What follows belongs to an exercise in optimizing a design on an open flow for small area and a short achievable clock period; a production flow would make more cautious choices. In this exercise RTL edits were held to simulation tests only and were not proved equivalent to the original. Power and IR drop assume default switching activity.

[flow/config.mk]
export PLATFORM = sky130hd
export DESIGN_NAME = cpu
export DESIGN_NICKNAME = cpu
export VERILOG_FILES = /design/flow/design.v
export SDC_FILE = /design/flow/constraint.sdc
export NUM_CORES = 4
export LEC_CHECK = 0
export CAP_MARGIN = 20
export CORE_MARGIN = 2
export CORE_UTILIZATION = 70
export CTS_CLUSTER_DIAMETER = 100
export CTS_CLUSTER_SIZE = 22
export PLACE_DENSITY = 0.76
export SLEW_MARGIN = 20
export SYNTH_HIERARCHICAL = 1
export SYNTH_MINIMUM_KEEP_SIZE = 0
export BUFFER_PORTS_ARGS = -buffer_cell sky130_fd_sc_hd__buf_4
export SETUP_SLACK_MARGIN = 5.5
[flow/constraint.sdc]
create_clock -name core_clock -period 10.0 [get_ports {clk}]
set_input_delay 2.0000 -clock core_clock [delete_from_list [all_inputs] [get_ports {clk}]]
set_output_delay 2.0000 -clock core_clock [all_outputs]
set_load 0.01 [all_outputs]
[flow/design.v]
module cpu
(
  input wire clk,
  input wire res,
  output wire [31:0] a,
  input wire [17:0] din,
  output wire [17:0] dout,
  output wire wr
);
  reg [31:0] r [0:14];   
  reg [31:0] pc;         
  reg        c;
  reg [3:0]  r_pfx;
  reg        di_valid;
  reg [31:0] p_q, g_q;
  reg        cin_q;      
  reg        s_p_q;      
  reg        s_g_q;      
  reg        s_c_q;      
  reg        s_sl_q;     
  reg        s_sr_q;     
  reg        b_c_q, b_31_q, b_0_q, b_1_q;   
  reg        w_q, w_c_q;
  reg        pcw_q;      
  reg        npcw_q;     
  reg [3:0]  w_d_q;      
  assign dout = 18'b0;
  assign wr   = 1'b0;
  genvar gb, gk;
  wire [31:0] cyn;       
  cpu_carry u_cy (.p(p_q), .g(g_q), .cin(cin_q), .cn(cyn));
  wire b_in = (b_c_q & c) | (b_31_q & p_q[31]) | (b_0_q & p_q[0]) | b_1_q;
  wire [31:0] lr = ({32{s_p_q}} & p_q) ^ ({32{s_g_q}} & g_q)
                 | ({32{s_sl_q}} & {p_q[30:0], b_in})
                 | ({32{s_sr_q}} & {b_in, p_q[31:1]});
  wire [31:0] x0n = ~(s_c_q ? p_q  : lr);
  wire [31:0] x1n = ~(s_c_q ? ~p_q : lr);
  wire [31:0] pcw = {{16{~npcw_q}}, {16{pcw_q}}};
  wire [31:0] a0n = pcw & x0n | ~pcw & ~pc;
  wire [31:0] a1n = pcw & x1n | ~pcw & ~pc;
  wire [31:0] rb;        
  generate
    for (gb = 0; gb < 32; gb = gb + 1) begin : g_out
      cpu_mux2i u_rb (.s(cyn[gb]), .a(x1n[gb]), .b(x0n[gb]), .y(rb[gb]));
      cpu_mux2i u_a  (.s(cyn[gb]), .a(a1n[gb]), .b(a0n[gb]), .y(a[gb]));
    end
  endgenerate
  integer k;
  always @(posedge clk) begin
    for (k = 0; k < 15; k = k + 1) begin
      if (w_q && w_d_q == k) r[k] <= rb;
    end
    if (w_c_q)
      c <= s_sl_q ? p_q[31] : p_q[0];
  end
  wire [17:0] i = din;
  wire [1:0]  cls = i[17:16];
  wire [3:0]  op  = i[15:12];
  wire        run = di_valid & ~res;
  wire        pfx15 = (r_pfx == 4'd15);
  wire is_ll = (cls == 2'b00);
  wire is_lh = (cls == 2'b01);
  wire is_ri = (cls == 2'b10);
  wire is_rr = (cls == 2'b11);
  wire o_ld  = (op == 4'd0);
  wire o_add = (op == 4'd1);
  wire o_sub = (op == 4'd2);
  wire o_and = (op == 4'd3);
  wire o_or  = (op == 4'd4);
  wire o_xor = (op == 4'd5);
  wire o_sh  = (op == 4'd12);
  wire alu_w = cls[1] & (o_ld | o_add | o_sub | o_and | o_or | o_xor | o_sh);
  wire rsel  = is_rr & (op == 4'd15) & (i[11:4] == 8'hFF);
  wire x_use = cls[1] & ~(is_ri & o_ld);
  wire y_use = is_rr & ~o_ld & ~o_sh;
  wire y_use_lo = y_use | is_lh;
  wire [3:0] d_rd_l, d_rd_h, d_rs_l, d_rs_h, d_ra_l, d_ra_h;
  cpu_dec2 u_d0 (.a(i[9:8]),   .y(d_rd_l));
  cpu_dec2 u_d1 (.a(i[11:10]), .y(d_rd_h));
  cpu_dec2 u_d2 (.a(i[5:4]),   .y(d_rs_l));
  cpu_dec2 u_d3 (.a(i[7:6]),   .y(d_rs_h));
  cpu_dec2 u_d4 (.a(i[1:0]),   .y(d_ra_l));
  cpu_dec2 u_d5 (.a(i[3:2]),   .y(d_ra_h));
  wire [3:0] d_pf_l = 4'b1 << r_pfx[1:0];
  wire [3:0] d_pf_h = 4'b1 << r_pfx[3:2];
  wire i16n = ~i[16];
  wire i17n = ~i[17];
  wire [3:0] xl, xh, yl, yh;
  generate
    for (gk = 0; gk < 4; gk = gk + 1) begin : g_pd
      cpu_ao22 u_xl (.a(i[16]), .b(d_rs_l[gk]), .c(i16n), .d(d_rd_l[gk]), .y(xl[gk]));
      cpu_ao22 u_xh (.a(i[16]), .b(d_rs_h[gk]), .c(i16n), .d(d_rd_h[gk]), .y(xh[gk]));
      cpu_ao22 u_yl (.a(i[17]), .b(d_ra_l[gk]), .c(i17n), .d(d_pf_l[gk]), .y(yl[gk]));
      cpu_ao22 u_yh (.a(i[17]), .b(d_ra_h[gk]), .c(i17n), .d(d_pf_h[gk]), .y(yh[gk]));
    end
  endgenerate
  wire [15:0] nw = ~((16'b1 << w_d_q) & {16{w_q}});
  wire [15:0] sx, sy;
  generate
    for (gk = 0; gk < 16; gk = gk + 1) begin : g_sel
      cpu_sel3 u_x (.a(xl[gk % 4]), .b(xh[gk / 4]), .c(nw[gk]), .y(sx[gk]));
      cpu_sel3 u_y (.a(yl[gk % 4]), .b(yh[gk / 4]), .c(nw[gk]), .y(sy[gk]));
    end
  endgenerate
  wire [3:0] d_w_l = 4'b1 << w_d_q[1:0];
  wire [3:0] d_w_h = (4'b1 << w_d_q[3:2]) & {4{w_q}};
  wire fx, fy;
  cpu_match u_fx (.al(xl), .bl(d_w_l), .ah(xh), .bh(d_w_h), .y(fx));
  cpu_match u_fy (.al(yl), .bl(d_w_l), .ah(yh), .bh(d_w_h), .y(fy));
  wire [31:0] yi = is_ll ? {16'b0, i[15:0]} :
                   is_lh ? {i[15:0], 16'b0} :
                   is_ri & ~o_sh ? {24'b0, i[7:0]} : 32'b0;
  wire        sub = cls[1] & o_sub;
  wire [31:0] yk  = yi ^ {32{sub}};
  wire [31:0] pn, gn;
  generate
    for (gb = 0; gb < 32; gb = gb + 1) begin : g_rd
      wire [15:0] col;
      for (gk = 0; gk < 15; gk = gk + 1) begin : g_col
        assign col[gk] = r[gk][gb];
      end
      assign col[15] = pc[gb];
      wire ux, vx, uy, vy;
      cpu_rmux17 u_x (.d(col), .s(sx), .f(rb[gb]), .fs(fx), .u(ux), .v(vx));
      cpu_rmux17 u_y (.d(col), .s(sy), .f(rb[gb]), .fs(fy), .u(uy), .v(vy));
      cpu_pg u_pg (.ux(ux), .vx(vx), .xu(x_use), .uy(uy), .vy(vy),
                   .yu(gb < 16 ? y_use_lo : y_use),
                   .k(yk[gb]), .p(pn[gb]), .g(gn[gb]));
    end
  endgenerate
  always @(posedge clk) begin
    p_q    <= pn;
    g_q    <= gn;
    cin_q  <= sub;
    s_p_q  <= ~cls[1] | o_ld | o_or | o_xor | o_add | o_sub;
    s_g_q  <= cls[1] & (o_and | o_or);
    s_c_q  <= cls[1] & (o_add | o_sub);
    s_sl_q <= cls[1] & o_sh & ~i[7];
    s_sr_q <= cls[1] & o_sh & i[7];
    b_c_q  <= i[6:5] == 2'd0;
    b_31_q <= (i[6:5] == 2'd1 & ~i[7]) | (i[6:5] == 2'd3 & i[7]);
    b_0_q  <= i[6:5] == 2'd1 & i[7];
    b_1_q  <= i[6:5] == 2'd3 & ~i[7];
    w_d_q  <= cls[1] ? i[11:8] : r_pfx;
    w_q    <= run & (alu_w | is_ll | (is_lh & ~pfx15));
    w_c_q  <= run & cls[1] & o_sh;
    pcw_q  <= pcw_n;
    npcw_q <= ~pcw_n;
  end
  wire [31:0] a_inc = ((pcw & rb) | (~pcw & pc)) + 32'd1;
  wire        lh15  = run & is_lh & pfx15;
  wire        pcw_n = run & (cls[1] ? alu_w & (i[11:8] == 4'd15) : is_ll & pfx15);
  always @(posedge clk) begin
    if (res) begin
      pc       <= 32'b0;
      r_pfx    <= 4'b0;
      di_valid <= 1'b0;
    end else begin
      di_valid <= 1'b1;
      pc       <= lh15 ? {i[15:0], a_inc[15:0]} : a_inc;
      if (run && cls[1])
        r_pfx <= rsel ? i[3:0] : 4'b0;
    end
  end
endmodule
module cpu_carry (input wire [31:0] p, input wire [31:0] g, input wire cin,
                  output wire [31:0] cn);
  wire [31:0] gl [0:5];
  wire [31:0] pl [0:5];
  assign gl[0] = {g[30:0], cin};
  assign pl[0] = {p[30:0], 1'b0};
  genvar l, j;
  generate
    for (l = 1; l <= 5; l = l + 1) begin : g_lv
      for (j = 0; j < 32; j = j + 1) begin : g_bit
        if (j >= (1 << (l - 1))) begin : g_comb
          if (l % 2 == 1) begin : g_odd    
            cpu_aoi21 u_g (.a(pl[l-1][j]), .b(gl[l-1][j - (1 << (l - 1))]), .c(gl[l-1][j]), .y(gl[l][j]));
            if (j >= (1 << l)) begin : g_p
              cpu_nand2 u_p (.a(pl[l-1][j]), .b(pl[l-1][j - (1 << (l - 1))]), .y(pl[l][j]));
            end else begin : g_np
              assign pl[l][j] = 1'b1;
            end
          end else begin : g_even         
            cpu_oai21 u_g (.a(pl[l-1][j]), .b(gl[l-1][j - (1 << (l - 1))]), .c(gl[l-1][j]), .y(gl[l][j]));
            if (j >= (1 << l)) begin : g_p
              cpu_nor2 u_p (.a(pl[l-1][j]), .b(pl[l-1][j - (1 << (l - 1))]), .y(pl[l][j]));
            end else begin : g_np
              assign pl[l][j] = 1'b0;
            end
          end
        end else begin : g_pass
          cpu_inv u_g (.a(gl[l-1][j]), .y(gl[l][j]));
          assign pl[l][j] = (l % 2 == 1) ? 1'b1 : 1'b0;
        end
      end
    end
  endgenerate
  assign cn = gl[5];
endmodule
module cpu_pg (input wire ux, vx, xu, uy, vy, yu, k, output wire p, g);
  wire xn, ym, ys;
  cpu_oai21 u0 (.a(ux), .b(vx), .c(xu), .y(xn));
  cpu_oai21 u1 (.a(uy), .b(vy), .c(yu), .y(ym));
  cpu_xor2  u2 (.a(ym), .b(k), .y(ys));
  cpu_xor2  u3 (.a(xn), .b(ys), .y(p));
  cpu_nor2  u4 (.a(xn), .b(ys), .y(g));
endmodule
module cpu_sel3 (input wire a, b, c, output wire y);
  wire n;
  cpu_nand3 u0 (.a(a), .b(b), .c(c), .y(n));
  cpu_inv   u1 (.a(n), .y(y));
endmodule
module cpu_rmux17 (input wire [15:0] d, input wire [15:0] s, input wire f,
                   input wire fs, output wire u, output wire v);
  wire [6:0] t;
  cpu_aoi222 a0 (.a(d[0]),  .b(s[0]),  .c(d[1]),  .d(s[1]),  .e(d[2]),  .f(s[2]),  .y(t[0]));
  cpu_aoi222 a1 (.a(d[3]),  .b(s[3]),  .c(d[4]),  .d(s[4]),  .e(d[5]),  .f(s[5]),  .y(t[1]));
  cpu_aoi222 a2 (.a(d[6]),  .b(s[6]),  .c(d[7]),  .d(s[7]),  .e(d[8]),  .f(s[8]),  .y(t[2]));
  cpu_aoi222 a3 (.a(d[9]),  .b(s[9]),  .c(d[10]), .d(s[10]), .e(d[11]), .f(s[11]), .y(t[3]));
  cpu_aoi222 a4 (.a(d[12]), .b(s[12]), .c(d[13]), .d(s[13]), .e(d[14]), .f(s[14]), .y(t[4]));
  cpu_nand2  a5 (.a(d[15]), .b(s[15]), .y(t[5]));
  cpu_nand2  a6 (.a(f), .b(fs), .y(t[6]));
  cpu_nand3  n0 (.a(t[0]), .b(t[1]), .c(t[2]), .y(u));
  cpu_nand4  n1 (.a(t[3]), .b(t[4]), .c(t[5]), .d(t[6]), .y(v));
endmodule
module cpu_dec2 (input wire [1:0] a, output wire [3:0] y);
  assign y = 4'b1 << a;
endmodule
module cpu_match (input wire [3:0] al, bl, ah, bh, output wire y);
  assign y = (|(al & bl)) & (|(ah & bh));
endmodule
module cpu_ao22 (input wire a, b, c, d, output wire y);
  assign y = (a & b) | (c & d);
endmodule
module cpu_aoi222 (input wire a, b, c, d, e, f, output wire y);
  assign y = ~((a & b) | (c & d) | (e & f));
endmodule
module cpu_aoi21 (input wire a, b, c, output wire y);
  assign y = ~((a & b) | c);
endmodule
module cpu_oai21 (input wire a, b, c, output wire y);
  assign y = ~((a | b) & c);
endmodule
module cpu_nand2 (input wire a, b, output wire y);
  assign y = ~(a & b);
endmodule
module cpu_nand3 (input wire a, b, c, output wire y);
  assign y = ~(a & b & c);
endmodule
module cpu_nand4 (input wire a, b, c, d, output wire y);
  assign y = ~(a & b & c & d);
endmodule
module cpu_nor2 (input wire a, b, output wire y);
  assign y = ~(a | b);
endmodule
module cpu_xor2 (input wire a, b, output wire y);
  assign y = a ^ b;
endmodule
module cpu_inv (input wire a, output wire y);
  assign y = ~a;
endmodule
module cpu_mux2i (input wire s, a, b, output wire y);
  assign y = ~(s ? b : a);
endmodule
[flow/flow/run.sh]
#!/bin/bash
set -euo pipefail
cat >> config.mk <<'EOC'
export BUFFER_PORTS_ARGS = -buffer_cell sky130_fd_sc_hd__buf_4
export SETUP_SLACK_MARGIN = 5.5
EOC
bash standard.sh > standard.log 2>&1
[flow/standard.sh]
#!/bin/bash
# synth_recipe.tcl (not shown) runs the flow's synth.tcl, then flattens the netlist and writes it again
# the make line also repeats each setting of config.mk as NAME=value (left out here)
make -C /OpenROAD-flow-scripts/flow DESIGN_CONFIG=/design/flow/config.mk WORK_HOME=/design/flow/orfs CLKGATE_MAP_FILE= SYNTH_SCRIPT=/design/flow/synth_recipe.tcl "${@:-finish}"
==> metrics.md, run 1 <==
| Metric | Value |
|---|---|
| Status | complete, no violations |
| Compound-Gate Fraction of Synth Area | 0.216 |
| Synthesis-stage register bit count | 600 |
| Synthesized area | 29600 sq um |
| Actual slew at the worst max-slew pin | 1.04 ns |
| Antenna-violating nets left | 0 |
| Initial DRC Count | 7517 |
| CP Class | flip-flop to output port |
| # DRC | 0 |
| Clock Tree Root | clkbuf_16 |
| Net count, final | 2729 |
| Tcrit/Tclk final | 0.449 |
| # rows | 75 |
| Post-detail-place hpwl | 67.1 mm |
| Initial antenna violation count | 4 |
| Most used cell, CP | a21oi_2 |
| Sw Ratio | 0.291 |
| Post-route minimum period | 4.49 ns |
| Congestion Overflow GR | 0 |
| WHS | 0.503 ns |
| PwrDens | 161 nW/um^2 |
| CTS tree | yes |
| Skew final | 0.0211 ns |
| I/O pins | 71 |
| Simple-Gate Fraction of Synth Area | 0.128 |
| Combinational power share | 0.163 |
| PortBufs | 51 |
| HP Start | w_c_q |
| Clock-pin slew on the worst setup and hold paths | 0.09 ns |
| CTS Buffer Depth | 3 |
| Per-cell routed wire length | 32.3 um |
| Worst hold path type | flip-flop to flip-flop |
| Number of synthesized flops with an enable pin | 481 |
| Initial Util | 0.708 |
| Worst Path Arrival | 2.49 ns |
| Largest net degree at the start of global routing | 81 |
| Via count | 26552 |
| Core Util, Final | 0.773 |
| Syn avg cell area | 11.5 sq um |
| Post-synth ARST share | 0 |
| Slowest CP cell | a21oi_2 |
| R2R Path Start | w_q |
| Post-Route Setup TNS | 0 ns |
| Mux share of post-synthesis cell area | 0.0265 |
| Max-cap viol count | 0 |
| Die W | 210 um |
| Synth Area in XOR/XNOR | 0.0355 |
| Number of vias per cell | 8.11 |
| CP startpoint | p_q[5] |
| Area Overhead vs Synth | 9.22% |
| Worst setup EP type | output port |
| Core ar. | 41900 sq um |
| Pint | 3.70 mW |
| CTS HTree Levels | 1 |
| Yosys warns | 9 |
| CTS sink count | 600 |
| CTS Buf Count | 31 |
| Post-Synth Adder-Cell Area | 0.000422 |
| Routability cong. | 0.984 |
| Leakage | 11.3 nW |
| Post-synthesis cell count | 2584 |
| First-pass GRT wire length | 156 mm |
| Die Span Y | 210 um |
| Worst skew pair latency | 0.64 ns |
| Count of final setup violators | 0 |
| Sequential-to-total area share from yosys stat | 0.568 |
| Final Max Tran Viols | 0 |
| Max rail drop VDD | 185 uV |
| Setup crit start kind | flip-flop |
| Vias in the first global route | 25087 |
| Largest family of logic cells by synthesized area | compound AO/OA/AOI/OAI gates |
| Maximum net fanout on the critical path | 8 |
| Area of the die | 44000 sq um |
| RSZ-0062 raised after global routing | yes |
| Relative slew slack | 0.306 |
| Proportion of power drawn by flip-flops and latches | 0.574 |
| Clock power share | 0.263 |
| Hold Fails Final Rpt | 0 |
| Cells along the critical path | a21oi_2, o21ai_1, a21oi_2, inv_1, a21oi_2, mux2i_1, buf_4 |
| Worst EP required | 8.00 ns |
| Total track usage | 0.474 |
| Share of post-route cells with drive strength above 1 | 0.133 |
| Largest stage delay on the critical path | 0.42 ns |
| First-pass iteration count of the detailed router | 17 |
| Max Clk Rate | 0.223 GHz |
| Distinct cell type count after synthesis | 69 |
| Routed wire length | 106 mm |
| Sw Pwr | 1.52 mW |
| Synth Flop Type | edfxtp_1 |
power by group through the flow:
| stage | combinational [mW] | sequential (mW) | clock, mW |
|---|---|---|---|
| after floorplan | 0.466 | 2.99 | 0 |
| after global placement | 0.753 | 3.03 | 0 |
| after detailed placement | 0.783 | 3.03 | 0 |
| after CTS | 0.792 | 2.98 | 1.35 |
| after global routing | 0.885 | 3.00 | 1.44 |
| final | 0.850 | 3.00 | 1.37 |
worst max-delay path, delay by kind of cell, from the launching register on:
family	cells	cell delay, ns
DFF	1	0.41
AOI/OAI and AO/OA	4	0.95
muxes	1	0.24
buffers and inverters	2	0.27
final cells by class:
| class | count | area (sq um) |
|---|---|---|
| Fill cell | 2666 | 9490 |
| Clock inverter | 2 | 25.0 |
| Clock buffer | 55 | 866 |
| Tap cell | 539 | 674 |
| Inverter | 101 | 383 |
| Multi-Input combinational cell | 1823 | 12400 |
| Antenna cell | 2 | 5.00 |
| Timing Repair inverter | 1 | 7.51 |
| Timing Repair Buffer | 150 | 1170 |
| Sequential cell | 600 | 16900 |
flip-flops by register name, indices dropped and copies added, names as in the netlist, 4 cells and up:
name and count:
w_d_q 4, r_pfx 4, g_q 32, p_q 32
r 480, pc 32
cells by family (layout without fill, tap and decap cells):
logic type	Yosys count	after routing
AND/OR/NAND/NOR	829	829
flip-flops	600	600
multiplexers	78	78
other	1	21
XOR/XNOR	120	120
adder cells (fa/ha/maj)	1	1
buffers and inverters	179	309
AO/OA/AOI/OAI	776	776
per-stage QoR:
step | instances | total power, mW | setup slack, ns | instance area, sq um
2_1_floorplan | 2602 | 3.45 | 5.51 | 29700
3_3_place_gp | 3206 | 3.78 | 5.37 | 31200
3_5_place_dp | 3206 | 3.82 | 5.33 | 31200
5_1_grt | 3271 | 5.32 | 5.49 | 32400
4_1_cts | 3267 | 5.12 | 5.50 | 32200
6_report | 3273 | 5.22 | 5.51 | 32400
Yosys stat by module (local to each module, per instance), a selection:
module      cell area, sq um  flops+latches  times used  cells inside
cpu_dec2                26.3              0           6             4
cpu_aoi222              10.0              0         320             1
cpu_aoi21               8.76              0          75             1
cpu_nand4               6.26              0          64             1
cpu_nand3               5.00              0          96             1
cpu_inv                 3.75              0          63             1
synth_stat cells, drive strengths merged (4+ instances only):
library cell | n | area [sq um]
a211oi | 4 | 42.5
a21o | 27 | 203
a21oi | 97 | 767
a221oi | 32 | 280
a222oi | 323 | 3230
a22o | 20 | 175
a22oi | 16 | 125
a31oi | 29 | 181
a32o | 10 | 100
and2 | 13 | 88.8
and2b | 6 | 52.6
buf | 39 | 240
clkbuf | 39 | 146
dfxtp | 119 | 2380
edfxtp | 481 | 14400
inv | 101 | 379
mux2 | 4 | 45.0
mux2i | 74 | 741
nand2 | 413 | 1550
nand2b | 17 | 106
nand3 | 112 | 561
nand3b | 9 | 80.1
nand4 | 78 | 494
nor2 | 119 | 447
nor2b | 29 | 181
nor3 | 9 | 45.0
o21a | 35 | 263
o21ai | 156 | 781
o21ba | 4 | 40.0
o22ai | 4 | 38.8
o31ai | 7 | 52.6
or4 | 5 | 37.5
xnor2 | 51 | 447
xor2 | 69 | 604
cell usage in the layout (no fill, tap or decap), drive strengths merged, types with 29 or more instances in the layout:
cell / count
a21oi: 97
a221oi: 32
a222oi: 323
a31oi: 29
buf: 150
clkbuf: 55
dfxtp: 119
edfxtp: 481
inv: 102
mux2i: 74
nand2: 413
nand3: 112
nand4: 78
nor2: 119
nor2b: 29
o21a: 35
o21ai: 156
xnor2: 51
xor2: 69
routing by layer:
metal  vias to the layer above  track usage  wire [um]
li1                      10710            -          -
met4                         8        0.226       7140
met5                         -            0         54
met3                       635        0.154      19900
met2                      2942        0.704      44900
met1                     12257        0.637      33900
path summary, 6_finish.rpt:
| path | endpoint | slack, ns | cells past startpoint |
|---|---|---|---|
| setup / recovery | a[22] | 5.51 | 7 |
| hold / removal | c | 0.50 | 0 |
| setup reg to reg | p_q[6] | 6.02 | 12 |
| hold reg to reg | c | 0.50 | 0 |
what timing repair did:
action | in CTS | in global routing
hold buffers | 0 | 0
cloned | 1 | 0
gates resized for setup | 20 | 47
buffers inserted | 3 | 4
setup endpoints to repair | 28 | 31
pin swaps | 0 | 4
==> run 2: changes to the inputs <==
--- a/flow/config.mk
+++ b/flow/config.mk
@@ -8,8 +8,6 @@
 export CAP_MARGIN = 20
 export CORE_MARGIN = 2
 export CORE_UTILIZATION = 70
-export CTS_CLUSTER_DIAMETER = 100
-export CTS_CLUSTER_SIZE = 22
 export PLACE_DENSITY = 0.76
 export SLEW_MARGIN = 20
 export SYNTH_HIERARCHICAL = 1
==> run 2 against run 1 <==
First-iteration DRC count is 1.2% higher. Via count increased by 2.7%. Largest power group unchanged. Worst setup slack got worse by 0.074 ns. Core utilization is 2.2 points higher. Non-clock buffer count rose by 8. Sequential cell count unchanged. Clock-buffer cell count rose by 17. Critical path depth grew 3. Cell count is 1.7% higher. Fmax shrank 1.6%. Register-to-register slack got worse by 0.23 ns.
==> metrics.md, run 2 <==
| Metric | Value |
|---|---|
| Status | complete, no violations |
| Largest net degree at the start of global routing | 81 |
| Worst hold path type | flip-flop to flip-flop |
| Largest stage delay on the critical path | 0.69 ns |
| Congestion Overflow GR | 0 |
| Area post-placement | 31200 sq um |
| Setup crit start kind | input pin |
| Clock power share | 0.356 |
| Final Max Tran Viols | 0 |
| Syn avg cell area | 11.5 sq um |
| I/O pins | 71 |
| Max Clk Rate | 0.219 GHz |
| Area Overhead vs Synth | 12.3% |
| Max rail drop VDD | 163 uV |
| CTS tree | yes |
| Actual slew at the worst max-slew pin | 1.05 ns |
| Worst setup EP type | flip-flop |
| Post-detail-place hpwl | 67.1 mm |
| Core ar. | 41900 sq um |
| Post-route minimum period | 4.57 ns |
| # hold bufs at CTS | 0 |
| Via count | 27275 |
| Number of synthesized flops with an enable pin | 481 |
| Pint | 4.29 mW |
| Total track usage | 0.487 |
| Final Cell Area | 33300 sq um |
| Worst Path Arrival | 5.08 ns |
| Die W | 210 um |
| Skew final | 0.0236 ns |
| Combinational power share | 0.144 |
| Biggest register | r |
| Die Span Y | 210 um |
| Yosys warns | 9 |
| Hold Fails Final Rpt | 0 |
| Commonest non-fill, non-tap cell in the layout | edfxtp_1 |
| Top-area cell type share of the netlist area | 0.487 |
| Synthesis-stage register bit count | 600 |
| Synthesized area | 29600 sq um |
| Yosys top cell by area | edfxtp_1 |
| Initial DRC Count | 7607 |
| Initial Util | 0.708 |
| Post-synthesis cell count | 2584 |
| Synth Flop Type | edfxtp_1 |
| Sw Pwr | 1.70 mW |
| Relative slew slack | 0.297 |
| Leakage | 11.7 nW |
| Clock Tree Root | clkbuf_16 |
| Place WS | 5.33 ns |
| CTS sink count | 600 |
| Initial antenna violation count | 6 |
| PwrDens | 180 nW/um^2 |
| Distinct cell type count after synthesis | 69 |
| Commonest cells post-synth | 481 x edfxtp_1, 413 x nand2_1, 323 x a222oi_1 |
| Max-cap viol count | 0 |
| Slowest CP cell | a222oi_1 |
| Most common cell in the netlist | edfxtp_1 |
| Sequential-to-total area share from yosys stat | 0.568 |
| Most frequent cells in the layout | 481 x edfxtp_1, 413 x nand2_1, 323 x a222oi_1 |
| First-pass iteration count of the detailed router | 16 |
| Sw Ratio | 0.284 |
| Worst skew pair latency | 0.61 ns |
| Min setup slack post-route | 5.43 ns |
| Net count, final | 2764 |
| CTS HTree Levels | 2 |
| Per-cell routed wire length | 33.1 um |
| Vias in the first global route | 25605 |
| Number of vias per cell | 8.19 |
| Post-synth ARST share | 0 |
| Post-Route Setup TNS | 0 ns |
| Proportion of power drawn by flip-flops and latches | 0.501 |
| Dominant cells by area after synthesis | edfxtp_1 49%, a222oi_1 11%, dfxtp_1 8.0% |
| CTS Buffer Depth | 3 |
| # DRC | 0 |
| Maximum net fanout on the critical path | 16 |
| PortBufs | 51 |
| # rows | 75 |
| WP buf/inv | 3 |
| RSZ-0062 raised after global routing | yes |
| Total power | 5.99 mW |
| Crit-path leading delay family | compound AO/OA/AOI/OAI gates |
| Clock-pin slew on the worst setup and hold paths | 0.06 ns |
| First-pass GRT wire length | 159 mm |
| Worst EP required | 10.51 ns |
| Count of final setup violators | 0 |
| CTS Buf Count | 57 |
| Max FFs per register | 480 |
| Routed wire length | 110 mm |
| Most used cell, CP | buf_4 |
| Share of post-route cells with drive strength above 1 | 0.147 |
| Antenna-violating nets left | 0 |
| Routability cong. | 0.984 |
| Cells along the critical path | buf_4, and2b_2, a22o_1, nand3_2, clkinvlp_4, buf_4, a222oi_1, nand3_1, o21ai_2, xor2_1 |
| Tcrit/Tclk final | 0.457 |
| CP Class | input pin to flip-flop |
| Area of the die | 44000 sq um |
run 2: per-layer routing:
layer	part of all wire	routed length [um]	track usage	up-vias
met3	0.19	21000	0.188	768
met5	0.00025	28	0	-
met4	0.074	8140	0.235	4
met2	0.42	46600	0.721	3144
li1	-	-	-	10816
met1	0.31	34300	0.634	12543
run 2: worst reg2reg max path: cells and delay by family (launching register included):
| kind | cells | cell delay (ns) |
|---|---|---|
| simple gates | 4 | 1.14 |
| flops | 1 | 0.61 |
| buf+inv | 4 | 1.26 |
| compound gates | 2 | 0.94 |
| xor+xnor | 1 | 0.17 |
run 2: cell families (layout without fill, tap and decap cells):
| group | count (synthesis) | count (layout) | share of synthesized area |
|---|---|---|---|
| mux | 78 | 78 | 0.0265 |
| simple gates | 829 | 829 | 0.128 |
| compound gates | 776 | 776 | 0.216 |
| fa+ha+maj | 1 | 1 | 0.000422 |
| other cells | 1 | 24 | 0.000127 |
| flops | 600 | 600 | 0.568 |
| buf+inv | 179 | 363 | 0.0258 |
| xor+xnor | 120 | 120 | 0.0355 |
run 2: per-module statistics from Yosys, one instance, submodules excluded, excerpt:
module	area, sq um	cells inside
cpu_aoi222	10.0	1
cpu_nand3	5.00	1
cpu	21500	1412
cpu_mux2i	10.0	1
cpu_inv	3.75	1
cpu_match	37.5	5
cpu_nand2	3.75	1
cpu_ao22	8.76	1
cpu_nor2	3.75	1
cpu_dec2	26.3	4
cpu_nand4	6.26	1
cpu_oai21	5.00	1
run 2: worst paths after layout:
kind	from	cells after the start	slack, ns	endpoint
max reg2reg	w_d_q[0]	11	5.79	p_q[5]
max	din[5]	10	5.43	p_q[5]
min	w_c_q	0	0.50	c
min reg2reg	w_c_q	0	0.50	c
run 2: layout make-up:
type,count,area [sq um]
antenna,5,12.5
inverter,101,387
fill,2492,8560
multi-input combinational,1823,12300
timing repair inverter,2,12.5
clock buffer,72,1530
clock inverter,30,270
timing repair buffer,158,1220
sequential,600,16900
tap,539,674
run 2: through the flow:
stage	std cells	utilization	hold slack, ns
floorplan	2602	-	0.413
global placement	3206	0.746	0.471
detailed placement	3206	0.746	0.469
CTS	3313	0.790	0.483
finish	3330	0.795	0.503
global route	3325	0.795	0.479
run 2: repair_timing:
item	4_1_cts	5_1_grt
pin swaps	0	6
gates resized for setup	15	39
setup buffers	4	11
cloned	1	1
endpoints found under the setup margin	27	32
run 2: power groups by stage:
stage | clock [mW] | sequential, mW | combinational (mW)
finish | 2.13 | 3.00 | 0.862
global route | 2.21 | 3.00 | 0.889
global placement | 0 | 3.03 | 0.753
CTS | 2.11 | 2.98 | 0.795
detailed placement | 0 | 3.03 | 0.783
floorplan | 0 | 2.99 | 0.466
==> run 3: changes to the inputs <==
--- a/flow/design.v
+++ b/flow/design.v
@@ -30,18 +30,16 @@
   wire [31:0] cyn;       
   cpu_carry u_cy (.p(p_q), .g(g_q), .cin(cin_q), .cn(cyn));
   wire b_in = (b_c_q & c) | (b_31_q & p_q[31]) | (b_0_q & p_q[0]) | b_1_q;
-  wire [31:0] lr = ({32{s_p_q}} & p_q) ^ ({32{s_g_q}} & g_q)
+  wire [31:0] lr = ({32{s_p_q}} & p_q) | ({32{s_g_q}} & g_q)
                  | ({32{s_sl_q}} & {p_q[30:0], b_in})
                  | ({32{s_sr_q}} & {b_in, p_q[31:1]});
-  wire [31:0] x0n = ~(s_c_q ? p_q  : lr);
-  wire [31:0] x1n = ~(s_c_q ? ~p_q : lr);
+  wire [31:0] lr1 = lr ^ {32{s_c_q}};    
   wire [31:0] pcw = {{16{~npcw_q}}, {16{pcw_q}}};
-  wire [31:0] a0n = pcw & x0n | ~pcw & ~pc;
-  wire [31:0] a1n = pcw & x1n | ~pcw & ~pc;
-  wire [31:0] rb;        
+  wire [31:0] a0n = ~(pcw & lr  | ~pcw & pc);
+  wire [31:0] a1n = ~(pcw & lr1 | ~pcw & pc);
+  wire [31:0] rb = lr ^ (~cyn & {32{s_c_q}});
   generate
     for (gb = 0; gb < 32; gb = gb + 1) begin : g_out
-      cpu_mux2i u_rb (.s(cyn[gb]), .a(x1n[gb]), .b(x0n[gb]), .y(rb[gb]));
       cpu_mux2i u_a  (.s(cyn[gb]), .a(a1n[gb]), .b(a0n[gb]), .y(a[gb]));
     end
   endgenerate
@@ -147,7 +145,8 @@
     pcw_q  <= pcw_n;
     npcw_q <= ~pcw_n;
   end
-  wire [31:0] a_inc = ((pcw & rb) | (~pcw & pc)) + 32'd1;
+  wire [31:0] a_inc;
+  cpu_inc u_inc (.v((pcw & rb) | (~pcw & pc)), .y(a_inc));
   wire        lh15  = run & is_lh & pfx15;
   wire        pcw_n = run & (cls[1] ? alu_w & (i[11:8] == 4'd15) : is_ll & pfx15);
   always @(posedge clk) begin
@@ -263,3 +262,29 @@
 module cpu_mux2i (input wire s, a, b, output wire y);
   assign y = ~(s ? b : a);
 endmodule
+module cpu_inc (input wire [31:0] v, output wire [31:0] y);
+  wire [7:0] b;        
+  wire [7:0] cb;       
+  genvar k;
+  generate
+    for (k = 0; k < 8; k = k + 1) begin : g_b
+      assign b[k] = &v[4*k+3:4*k];
+    end
+  endgenerate
+  assign cb[0] = 1'b1;
+  assign cb[1] = b[0];
+  assign cb[2] = &b[1:0];
+  assign cb[3] = &b[2:0];
+  assign cb[4] = &b[3:0];
+  assign cb[5] = cb[4] & b[4];
+  assign cb[6] = cb[4] & (&b[5:4]);
+  assign cb[7] = cb[4] & (&b[6:4]);
+  generate
+    for (k = 0; k < 8; k = k + 1) begin : g_s
+      assign y[4*k]   = v[4*k]   ^ cb[k];
+      assign y[4*k+1] = v[4*k+1] ^ (cb[k] & v[4*k]);
+      assign y[4*k+2] = v[4*k+2] ^ (cb[k] & (&v[4*k+1:4*k]));
+      assign y[4*k+3] = v[4*k+3] ^ (cb[k] & (&v[4*k+2:4*k]));
+    end
+  endgenerate
+endmodule
==> flow/flow/run.sh (replaced) <==
#!/bin/bash
set -euo pipefail
cat >> config.mk <<'EOC'
export BUFFER_PORTS_ARGS = -buffer_cell sky130_fd_sc_hd__buf_4
export SETUP_SLACK_MARGIN = 5.8
EOC
bash standard.sh > standard.log 2>&1
--- a/flow/config.mk
+++ b/flow/config.mk
@@ -8,9 +8,11 @@
 export CAP_MARGIN = 20
 export CORE_MARGIN = 2
 export CORE_UTILIZATION = 70
+export CTS_CLUSTER_DIAMETER = 100
+export CTS_CLUSTER_SIZE = 22
 export PLACE_DENSITY = 0.76
 export SLEW_MARGIN = 20
 export SYNTH_HIERARCHICAL = 1
 export SYNTH_MINIMUM_KEEP_SIZE = 0
 export BUFFER_PORTS_ARGS = -buffer_cell sky130_fd_sc_hd__buf_4
-export SETUP_SLACK_MARGIN = 5.5
+export SETUP_SLACK_MARGIN = 5.8
==> run 3 against run 2 <==
Still clean. Non-clock buffer count grew 30. Die area shrank 1.7%. Area after synthesis shrank 1.8%. Worst hold slack worse by 0.058 ns. Critical path depth shrank 3. Fmax up 1.0%. Sequential cell count unchanged. Core utilization rose by 1.2 points. Critical path type is now flip-flop to output port.
==> metrics.md, run 3 <==
| Metric | Value |
|---|---|
| Clock Tree Root | clkbuf_16 |
| Place WS | 5.28 ns |
| CTS tree | yes |
| Cells along the critical path | buf_12, a222oi_1, inv_1, or3_1, a31oi_1, mux2i_1, buf_4 |
| CTS Buffer Depth | 3 |
| Number of synthesized flops with an enable pin | 481 |
| Ant. Diodes | 0 |
| Post-synthesis cell count | 2421 |
| Congestion Overflow GR | 0 |
| Hold Path Cell Cnt | 0 |
| Commonest cells post-synth | 481 x edfxtp_1, 322 x a222oi_1, 267 x nand2_1 |
| R2R Path Start | p_q[12] |
| Final Max Tran Viols | 0 |
| I/O pins | 71 |
| Relative slew slack | 0.262 |
| Initial antenna violation count | 0 |
| Synthesis-stage register bit count | 600 |
| Commonest non-fill, non-tap cell in the layout | edfxtp_1 |
| Area of the die | 43200 sq um |
| Final Non-Filler Cells | 3145 |
| # hold bufs at CTS | 0 |
| Dominant cells by area after synthesis | edfxtp_1 50%, a222oi_1 11%, dfxtp_1 8.2% |
| Multi-input gate area | 12500 sq um |
| Sequential-to-total area share from yosys stat | 0.578 |
| Die Span Y | 208 um |
| WHS | 0.445 ns |
| Max FFs per register | 480 |
| Reg area | 17000 sq um |
| Max rail drop VDD | 195 uV |
| Endpoint, Worst Hold | c |
| Per-cell routed wire length | 33.5 um |
| CTS HTree Levels | 1 |
| Routability cong. | 1.00 |
| CTS sink count | 600 |
| Total power | 5.19 mW |
| Reg2Reg Setup Slack | 5.90 ns |
| Yosys top cell by area | edfxtp_1 |
| Largest net degree at the start of global routing | 65 |
| Max Clk Rate | 0.221 GHz |
| Core ar. | 40900 sq um |
| Post-Route Setup TNS | 0 ns |
| Die W | 208 um |
| Clock-pin slew on the worst setup and hold paths | 0.09 ns |
| Slowest CP cell | a222oi_1 |
| Area post-placement | 30700 sq um |
| Largest stage delay on the critical path | 0.43 ns |
| Initial Util | 0.711 |
| FF-to-FF End | pc[25] |
| Area Overhead vs Synth | 13.4% |
| Post-detail-place hpwl | 64.0 mm |
| HP Start | w_c_q |
| Net count, final | 2617 |
| CP Class | flip-flop to output port |
| Worst Path Arrival | 2.52 ns |
| Post-synth ARST share | 0 |
| Worst skew pair latency | 0.64 ns |
| Total track usage | 0.472 |
| Via count | 25306 |
| First-pass GRT wire length | 152 mm |
| Routed wire length | 105 mm |
| Number of vias per cell | 8.05 |
| Final Cell Area | 33000 sq um |
| RSZ-0062 raised after global routing | yes |
| Leakage | 12.0 nW |
| Maximum net fanout on the critical path | 4 |
| Biggest register | r |
| Fill cells | 2333 |
| CTS Buf Count | 31 |
| Count of final setup violators | 0 |
| Skew final | 0.0196 ns |
| Worst r2r path cells | 15 |
| Distinct cell type count after synthesis | 57 |
| # rows | 74 |
| Top-area cell type share of the netlist area | 0.496 |
| Synthesized area | 29100 sq um |
| Vias in the first global route | 24546 |
| PwrDens | 157 nW/um^2 |
| Worst hold path type | flip-flop to flip-flop |
| Max-cap viol count | 0 |
| Initial DRC Count | 6896 |
| Worst setup EP type | output port |
| Tcrit/Tclk final | 0.452 |
| Setup crit start kind | flip-flop |
| Share of post-route cells with drive strength above 1 | 0.208 |
| Most common cell in the netlist | edfxtp_1 |
| WP buf/inv | 3 |
| Antenna-violating nets left | 0 |
| Actual slew at the worst max-slew pin | 1.11 ns |
| Min setup slack post-route | 5.48 ns |
| Placed cells | 3029 |
| # DRC | 0 |
| First-pass iteration count of the detailed router | 15 |
| Yosys warns | 9 |
| Synth Flop Type | edfxtp_1 |
| Syn avg cell area | 12.0 sq um |
| Post-route minimum period | 4.52 ns |
| Most frequent cells in the layout | 481 x edfxtp_1, 322 x a222oi_1, 247 x nand2_1 |
| Core Util, Final | 0.807 |
| Worst EP required | 8.00 ns |
| PortBufs | 51 |
| Status | complete, no violations |
| Hold Fails Final Rpt | 0 |
| Crit-path leading delay family | compound AO/OA/AOI/OAI gates |
run 3: changes by cell type in the layout (fill, tap and decap cells not counted), sizes merged, moves of 18 or more:
cell    change
a221oi     -32
a22oi      +56
a31oi      -26
buf        +28
clkinv     -18
nand2     -146
nand2b     +20
o21a       -34
o21ai      -19
xor2       +35
run 3: modules after synthesis, one instance, submodules excluded, excerpt:
module      cells  cell area [sq um]  flip-flops and latches
cpu_nand2       1               3.75                       0
cpu_oai21       1               5.00                       0
cpu_mux2i       1               10.0                       0
cpu_aoi222      1               10.0                       0
cpu_match       5               37.5                       0
cpu_ao22        1               8.76                       0
cpu          1207              20700                     600
cpu_inv         1               3.75                       0
cpu_nand4       1               6.26                       0
cpu_nor2        1               3.75                       0
cpu_aoi21       1               8.76                       0
cpu_xor2        1               8.76                       0
cpu_dec2        4               26.3                       0
cpu_inc        74                604                       0
cpu_nand3       1               5.00                       0
run 3: how the worst max path moves through the flow:
stage / from / end / cells after the start
floorplan: din[17] / p_q[0] / 11
global placement: din[16] / p_q[0] / 10
detailed placement: din[16] / p_q[6] / 10
CTS: s_sr_q / a[0] / 7
global route: s_g_q / a[0] / 7
finish: s_sr_q / a[0] / 7
run 3: worst register-to-register path, delay by kind of cell, from the launching register on:
family | cells | cell delay [ns]
and+or+nand+nor | 8 | 1.94
xor gates and xnor gates | 2 | 0.72
AOI/OAI and AO/OA | 3 | 0.44
DFF | 1 | 0.44
muxes | 1 | 0.33
adders and majority gates | 1 | 0.17
run 3: final cells by class:
type	instances	area share
Inverter	93	0.0109
Timing Repair Buffer	188	0.0484
Clock inverter	3	0.000871
Sequential cell	600	0.514
Multi-Input combinational cell	1674	0.380
Tap cell	532	0.0202
Clock buffer	55	0.0262
run 3: where the power goes:
part,internal [mW],switching (mW),leakage [nW]
sequential,2.85,0.121,5.40
clock,0.594,0.793,0.425
combinational,0.265,0.569,6.15
run 3: repair_timing:
action,4_1_cts,5_1_grt
setup endpoints to repair,35,45
cloned,4,0
gates resized for setup,173,76
setup buffers,37,17
pin swaps,57,27
run 3: kinds of logic after synthesis:
kind of cell	count (synthesis)	synth area share
mux	83	0.0294
buf+inv	165	0.0249
xor+xnor	157	0.0472
compound gates	713	0.201
simple gates	693	0.116
fa+ha+maj	9	0.00387
flops	600	0.578
other cells	1	0.000129
run 3: per-layer routing:
layer	global-route usage	vias to the layer above	wire length (um)	part of all wire
met1	0.626	11800	34000	0.32
met2	0.700	2795	45200	0.43
met4	0.247	0	6940	0.066
li1	-	10143	-	-
met5	0	-	0	0
met3	0.154	568	19200	0.18
==> run 4: changes to the inputs <==
==> flow/flow/run.sh (replaced) <==
#!/bin/bash
set -euo pipefail
cat >> config.mk <<'EOC'
export BUFFER_PORTS_ARGS = -buffer_cell sky130_fd_sc_hd__buf_4
export SETUP_SLACK_MARGIN = 5.5
EOC
bash standard.sh > standard.log 2>&1
--- a/flow/config.mk
+++ b/flow/config.mk
@@ -15,4 +15,4 @@
 export SYNTH_HIERARCHICAL = 1
 export SYNTH_MINIMUM_KEEP_SIZE = 0
 export BUFFER_PORTS_ARGS = -buffer_cell sky130_fd_sc_hd__buf_4
-export SETUP_SLACK_MARGIN = 5.8
+export SETUP_SLACK_MARGIN = 5.5
==> run 4 against run 3 <==
Still clean. Sequential cell count unchanged. Sequential share of layout area grew 1.6 points. Combinational power fell by 9.8%. Sequential power hardly changed. Register-to-register slack lost 0.27 ns. Worst hold slack improved by 0.0057 ns. First-iteration DRC count is 4.4% higher. Cell count decreased by 1.6%. Area after synthesis unchanged. Largest power group unchanged.
==> metrics.md, run 4 <==
| Metric | Value |
|---|---|
| Tcrit/Tclk final | 0.452 |
| Number of synthesized flops with an enable pin | 481 |
| Routability cong. | 0.990 |
| Ant. Diodes | 0 |
| CTS Buffer Depth | 3 |
| Total power | 5.11 mW |
| Max rail drop VDD | 205 uV |
| Area Overhead vs Synth | 9.38% |
| # DRC | 0 |
| PortBufs | 51 |
| Status | complete, no violations |
| Per-cell routed wire length | 33.3 um |
| Final Max Tran Viols | 0 |
| Compound-Gate Fraction of Synth Area | 0.201 |
| Clock-pin slew on the worst setup and hold paths | 0.09 ns |
| Vias in the first global route | 24053 |
| Actual slew at the worst max-slew pin | 1.11 ns |
| Post-route minimum period | 4.52 ns |
| Yosys top cell by area | edfxtp_1 |
| PwrDens | 160 nW/um^2 |
| Top-area cell type share of the netlist area | 0.496 |
| RSZ-0062 raised after global routing | yes |
| # hold bufs at CTS | 0 |
| Biggest register | r |
| Initial DRC Count | 7198 |
| CTS Buf Count | 31 |
| Die Span Y | 208 um |
| Worst EP required | 8.00 ns |
| I/O pins | 71 |
| Max FFs per register | 480 |
| Setup crit start kind | flip-flop |
| Syn avg cell area | 12.0 sq um |
| Relative slew slack | 0.259 |
| Worst setup EP type | output port |
| Min setup slack post-route | 5.48 ns |
| CP Class | flip-flop to output port |
| First-pass GRT wire length | 150 mm |
| Max Clk Rate | 0.221 GHz |
| Maximum net fanout on the critical path | 6 |
| Initial Util | 0.711 |
| Worst Path Arrival | 2.52 ns |
| Most common cell in the netlist | edfxtp_1 |
| CTS sink count | 600 |
| Core ar. | 40900 sq um |
| Synth Flop Type | edfxtp_1 |
| CTS HTree Levels | 1 |
| Synthesized area | 29100 sq um |
| Clock Tree Root | clkbuf_16 |
| # rows | 74 |
| Post-Synth Adder-Cell Area | 0.00387 |
| Net count, final | 2567 |
| Congestion Overflow GR | 0 |
| Total track usage | 0.463 |
| Sequential-to-total area share from yosys stat | 0.578 |
| Skew final | 0.0198 ns |
| Synth Area in XOR/XNOR | 0.0472 |
| Initial antenna violation count | 1 |
| Hold Fails Final Rpt | 0 |
| Dominant cells by area after synthesis | edfxtp_1 50%, a222oi_1 11%, dfxtp_1 8.2% |
| Count of final setup violators | 0 |
| Simple-Gate Fraction of Synth Area | 0.116 |
| Fill cells | 2524 |
| Commonest cells post-synth | 481 x edfxtp_1, 322 x a222oi_1, 267 x nand2_1 |
| Leakage | 11.6 nW |
| Routed wire length | 103 mm |
| Post-synth ARST share | 0 |
| CTS tree | yes |
| Commonest non-fill, non-tap cell in the layout | edfxtp_1 |
| Distinct cell type count after synthesis | 57 |
| Share of post-route cells with drive strength above 1 | 0.145 |
| Most frequent cells in the layout | 481 x edfxtp_1, 322 x a222oi_1, 267 x nand2_1 |
| Place WS | 5.05 ns |
| Worst hold path type | flip-flop to flip-flop |
| Die W | 208 um |
| Worst skew pair latency | 0.66 ns |
| Via count | 24908 |
| Area of the die | 43200 sq um |
| Mux share of post-synthesis cell area | 0.0294 |
| Max-cap viol count | 0 |
| Post-Route Setup TNS | 0 ns |
| First-pass iteration count of the detailed router | 15 |
| Largest net degree at the start of global routing | 65 |
| Largest family of logic cells by synthesized area | compound AO/OA/AOI/OAI gates |
| Post-detail-place hpwl | 64.4 mm |
| Post-synthesis cell count | 2421 |
| Number of vias per cell | 8.05 |
| Antenna-violating nets left | 0 |
| Synthesis-stage register bit count | 600 |
| Yosys warns | 9 |
==> run 4: cell counts after synthesis <==
No cell type changed its count.
==> run 4: kinds of logic after synthesis <==
kind of cell,after synthesis
other cells,1
xor+xnor,157
flops,600
buf+inv,165
fa+ha+maj,9
compound gates,713
mux,83
simple gates,693
==> run 4: cell type report <==
type	count	area (sq um)	share of cell area
Inverter	93	353	0.0111
Clock buffer	55	866	0.0272
Multi-Input combinational cell	1674	12000	0.376
Sequential cell	600	16900	0.529
Timing Repair Buffer	138	1070	0.0336
Tap cell	532	666	0.0209
Clock inverter	3	66.3	0.00208
==> run 4: where the power goes <==
part	internal (mW)	switching, mW
combinational	0.214	0.538
clock	0.620	0.797
sequential	2.84	0.101
==> run 4: through the flow <==
stage / hold slack [ns] / instances / util / cell area [sq um]
global route: 0.472 / 3095 / 0.778 / 31800
CTS: 0.449 / 3091 / 0.774 / 31700
detailed placement: 0.427 / 3031 / 0.749 / 30700
global placement: 0.420 / 3031 / 0.749 / 30700
floorplan: 0.413 / 2439 / - / 29200
finish: 0.450 / 3095 / 0.778 / 31800
==> run 4: path summary, 6_finish.rpt <==
| path | from | end | slack, ns | depth (start not counted) |
|---|---|---|---|---|
| worst max-delay path | p_q[11] | a[17] | 5.48 | 7 |
| worst max register to register | p_q[11] | pc[25] | 5.63 | 16 |
| worst min register to register | w_c_q | c | 0.45 | 0 |
| worst min-delay path | w_c_q | c | 0.45 | 0 |
==> run 4: critical path: stages, from the launching register on <==
cell and delay [ns]:
dfxtp_1 0.49, nand2_1 0.16, nor2_1 0.25, nand2_1 0.18, nor2_1 0.18, a21oi_2 0.12
mux2i_1 0.29, buf_4 0.19
==> run 4: repair_timing <==
item,CTS,global route
endpoints found under the setup margin,29,41
resized for setup,16,43
pin swaps,1,3
setup buffers,2,2
==> run 4: modules after synthesis (local to each module, per instance), a selection <==
module | cell area, sq um | cells | flip-flops and latches
cpu | 20700 | 1207 | 600
cpu_nand3 | 5.00 | 1 | 0
cpu_oai21 | 5.00 | 1 | 0
cpu_inc | 604 | 74 | 0
cpu_dec2 | 26.3 | 4 | 0
cpu_nor2 | 3.75 | 1 | 0
cpu_match | 37.5 | 5 | 0
cpu_aoi222 | 10.0 | 1 | 0
cpu_nand2 | 3.75 | 1 | 0
cpu_mux2i | 10.0 | 1 | 0
cpu_aoi21 | 8.76 | 1 | 0
cpu_xor2 | 8.76 | 1 | 0
cpu_inv | 3.75 | 1 | 0
==> run 4: layer usage <==
metal	wire, um	part of all wire	up-vias	global-route usage
met4	6400	0.062	0	0.219
met1	33500	0.32	11589	0.617
met2	44100	0.43	2700	0.681
met5	0	0	-	0
li1	-	-	10042	-
met3	19200	0.19	577	0.170
==> run 5: changes to the inputs <==
--- a/flow/config.mk
+++ b/flow/config.mk
@@ -7,10 +7,10 @@
 export LEC_CHECK = 0
 export CAP_MARGIN = 20
 export CORE_MARGIN = 2
-export CORE_UTILIZATION = 70
+export CORE_UTILIZATION = 75
 export CTS_CLUSTER_DIAMETER = 100
 export CTS_CLUSTER_SIZE = 22
-export PLACE_DENSITY = 0.76
+export PLACE_DENSITY = 0.8
 export SLEW_MARGIN = 20
 export SYNTH_HIERARCHICAL = 1
 export SYNTH_MINIMUM_KEEP_SIZE = 0
==> run 5 against run 4 <==
Critical path type unchanged. Largest cell class unchanged. Global-route usage is 5.4 points higher. Synthesized cell count is the same. Via count grew 4.3%.
==> metrics.md, run 5 <==
| Metric | Value |
|---|---|
| Commonest non-fill, non-tap cell in the layout | edfxtp_1 |
| Synthesized area | 29100 sq um |
| Leakage | 11.6 nW |
| CTS HTree Levels | 1 |
| Relative slew slack | 0.191 |
| Count of final setup violators | 0 |
| Share of post-route cells with drive strength above 1 | 0.139 |
| Maximum net fanout on the critical path | 32 |
| Sequential-to-total area share from yosys stat | 0.578 |
| Most frequent cells in the layout | 481 x edfxtp_1, 322 x a222oi_1, 267 x nand2_1 |
| Synthesis-stage register bit count | 600 |
| Yosys top cell by area | edfxtp_1 |
| Biggest register | r |
| Worst skew pair latency | 0.66 ns |
| Yosys warns | 9 |
| Post-route minimum period | 4.50 ns |
| Most common cell in the netlist | edfxtp_1 |
| Post-synthesis cell count | 2421 |
| Clock-pin slew on the worst setup and hold paths | 0.09 ns |
| PortBufs | 51 |
| CTS Buffer Depth | 3 |
| Syn avg cell area | 12.0 sq um |
| Distinct cell type count after synthesis | 57 |
| CTS Buf Count | 31 |
| Synth Flop Type | edfxtp_1 |
| Setup crit start kind | flip-flop |
| Congestion Overflow GR | 0 |
| Initial Util | 0.757 |
| Largest net degree at the start of global routing | 68 |
| Area Overhead vs Synth | 9.07% |
| Routability cong. | 0.990 |
| Core ar. | 38500 sq um |
| Area of the die | 40400 sq um |
| Max Clk Rate | 0.222 GHz |
| Worst hold path type | flip-flop to flip-flop |
| First-pass GRT wire length | 156 mm |
| Met2 wire length | 44.1 mm |
| PwrDens | 161 nW/um^2 |
| Initial antenna violation count | 4 |
| I/O pins | 71 |
| CP Class | flip-flop to output port |
| Initial DRC Count | 7362 |
| First-pass iteration count of the detailed router | 22 |
| Number of synthesized flops with an enable pin | 481 |
| Status | complete, no violations |
| Hold Fails Final Rpt | 0 |
| Commonest cells post-synth | 481 x edfxtp_1, 322 x a222oi_1, 267 x nand2_1 |
| Via count | 25984 |
| Tcrit/Tclk final | 0.450 |
| Dominant cells by area after synthesis | edfxtp_1 50%, a222oi_1 11%, dfxtp_1 8.2% |
| # rows | 72 |
| CTS sink count | 600 |
| # DRC | 0 |
| Number of vias per cell | 8.43 |
| Antenna-violating nets left | 0 |
| Met3 wire length | 21.2 mm |
| Per-cell routed wire length | 34.7 um |
| Worst setup EP type | output port |
| Worst EP required | 8.00 ns |
| Top-area cell type share of the netlist area | 0.496 |
| CTS tree | yes |
| Die Span Y | 201 um |
| Top Metal Used | met5 |
| # hold bufs at CTS | 0 |
| Die W | 201 um |
| RSZ-0062 raised after global routing | yes |
| Post-synth ARST share | 0 |
| Post-detail-place hpwl | 65.4 mm |
| Max FFs per register | 480 |
| Clock Tree Root | clkbuf_16 |
| Vias in the first global route | 25513 |
| Routed wire length | 107 mm |
| Post-Route Setup TNS | 0 ns |
| Final Max Tran Viols | 0 |
| WL met1 | 32.0 mm |
| Min setup slack post-route | 5.50 ns |
| Max rail drop VDD | 204 uV |
| Worst Path Arrival | 2.50 ns |
| Actual slew at the worst max-slew pin | 1.21 ns |
| Total track usage | 0.518 |
| Max-cap viol count | 0 |
| Net count, final | 2569 |
| Skew final | 0.0377 ns |
| Place WS | 5.24 ns |
==> run 5: cell counts after synthesis <==
Identical to the previous run, type by type.
==> run 5: worst max-delay path: stages, from the launching register on <==
cell      delay, ns
dfxtp_2        0.34
buf_12         0.16
a222oi_1       0.36
buf_4          0.18
inv_1          0.05
or3_1          0.31
a31oi_1        0.16
mux2i_1        0.10
buf_4          0.15
==> run 5: per-module statistics from Yosys (local to each module, per instance), a selection <==
module      cells  flops+latches  times used
cpu_inv         1              0          63
cpu_xor2        1              0          64
cpu_aoi21       1              0          75
cpu_inc        74              0           1
cpu_aoi222      1              0         320
cpu_oai21       1              0         118
cpu_dec2        4              0           6
cpu_ao22        1              0          16
cpu_match       5              0           2
cpu          1207            600           1
cpu_mux2i       1              0          32
cpu_nand2       1              0         182
==> run 5: final timing paths <==
check / slack, ns / to / from / cells after the start
worst min-delay path: 0.45 / c / w_c_q / 0
worst max-delay path: 5.50 / a[0] / s_sr_q / 8
worst min register to register: 0.45 / c / w_c_q / 0
worst max register to register: 5.77 / pc[29] / p_q[4] / 15
==> run 5: repair_timing <==
| action | 4_1_cts | 5_1_grt |
|---|---|---|
| pin swaps | 2 | 5 |
| resized for setup | 11 | 28 |
| hold endpoints to repair | 0 | 0 |
| setup buffers | 2 | 2 |
| setup endpoints to repair | 12 | 19 |
==> run 5: routing by layer <==
metal | vias to the layer above | track usage
met5 | - | 0
met4 | 12 | 0.295
met3 | 936 | 0.228
met2 | 3214 | 0.752
met1 | 11778 | 0.649
li1 | 10044 | -
==> run 5: power breakdown <==
group / total, mW / internal, mW / leakage [nW] / switching, mW
Clock: 1.41 / 0.594 / 0.426 / 0.817
Combinational: 0.763 / 0.211 / 5.76 / 0.552
Sequential: 2.94 / 2.84 / 5.38 / 0.0980
==> run 5: area by class of cell <==
class                      count  area [sq um]
inverter                      93           349
clock inverter                 2          36.3
multi-input combinational   1674         11900
fill                        2111          6710
clock buffer                  54           862
sequential                   600         16900
tap                          518           648
timing repair buffer         140          1120
antenna                        1          2.50
==> run 5: kinds of logic (layout without fill, tap and decap cells) <==
| family | count (synthesis) | in the layout | share of synthesized area |
|---|---|---|---|
| fa+ha+maj | 9 | 9 | 0.00387 |
| simple gates | 693 | 693 | 0.116 |
| flops | 600 | 600 | 0.578 |
| mux | 83 | 83 | 0.0294 |
| compound gates | 713 | 713 | 0.201 |
| xor+xnor | 157 | 157 | 0.0472 |
| other cells | 1 | 20 | 0.000129 |
| buf+inv | 165 | 289 | 0.0249 |
==> run 5: per-stage QoR <==
step           cells  area [sq um]  utilization  hold WS (ns)  total power [mW]
2_1_floorplan   2439         29200            -         0.413              3.36
3_3_place_gp    3018         30600        0.797         0.416              3.62
5_1_grt         3081         31800        0.825         0.454              5.17
6_report        3082         31800        0.825         0.452              5.11
3_5_place_dp    3020         30700        0.798         0.429              3.66
4_1_cts         3078         31600        0.823         0.451              5.00

static timing again, ports no longer ideal:
Ports are ideal in the flow. The routed layouts listed here were re-timed in OpenROAD.
Step 1 assumes that a clkbuf_16 drives the clock port and a buf_2 every other input.
Step 2 moves the port delays by t, midway between the first and last clock arrival at a register: inputs arrive t later, outputs are due t later. That takes back most of the time a late clock gives input paths.
a / b / c = no drivers / after step 1 / after step 2; a / b = the first two.
run | t (ns) | setup slack, ns | latest minus earliest clock arrival (ns) | cell pins on the clock port's net
run 1 | 0.681 | 5.509 / 5.453 / 5.087 | 0.022 / 0.023 | 1
run 2 | 0.652 | 5.435 / 5.457 / 4.805 | 0.024 / 0.024 | 1
run 3 | 0.688 | 5.480 / 5.420 / 5.129 | 0.021 / 0.020 | 1
run 4 | 0.706 | 5.485 / 5.424 / 4.881 | 0.022 / 0.023 | 1
run 5 | 0.705 | 5.495 / 5.439 / 4.822 | 0.044 / 0.045 | 1
After both steps setup and hold are still met in every run listed. For run 5, which loses most, drivers alone change the setup slack by -0.056 ns; drivers and shift together by -0.673 ns.
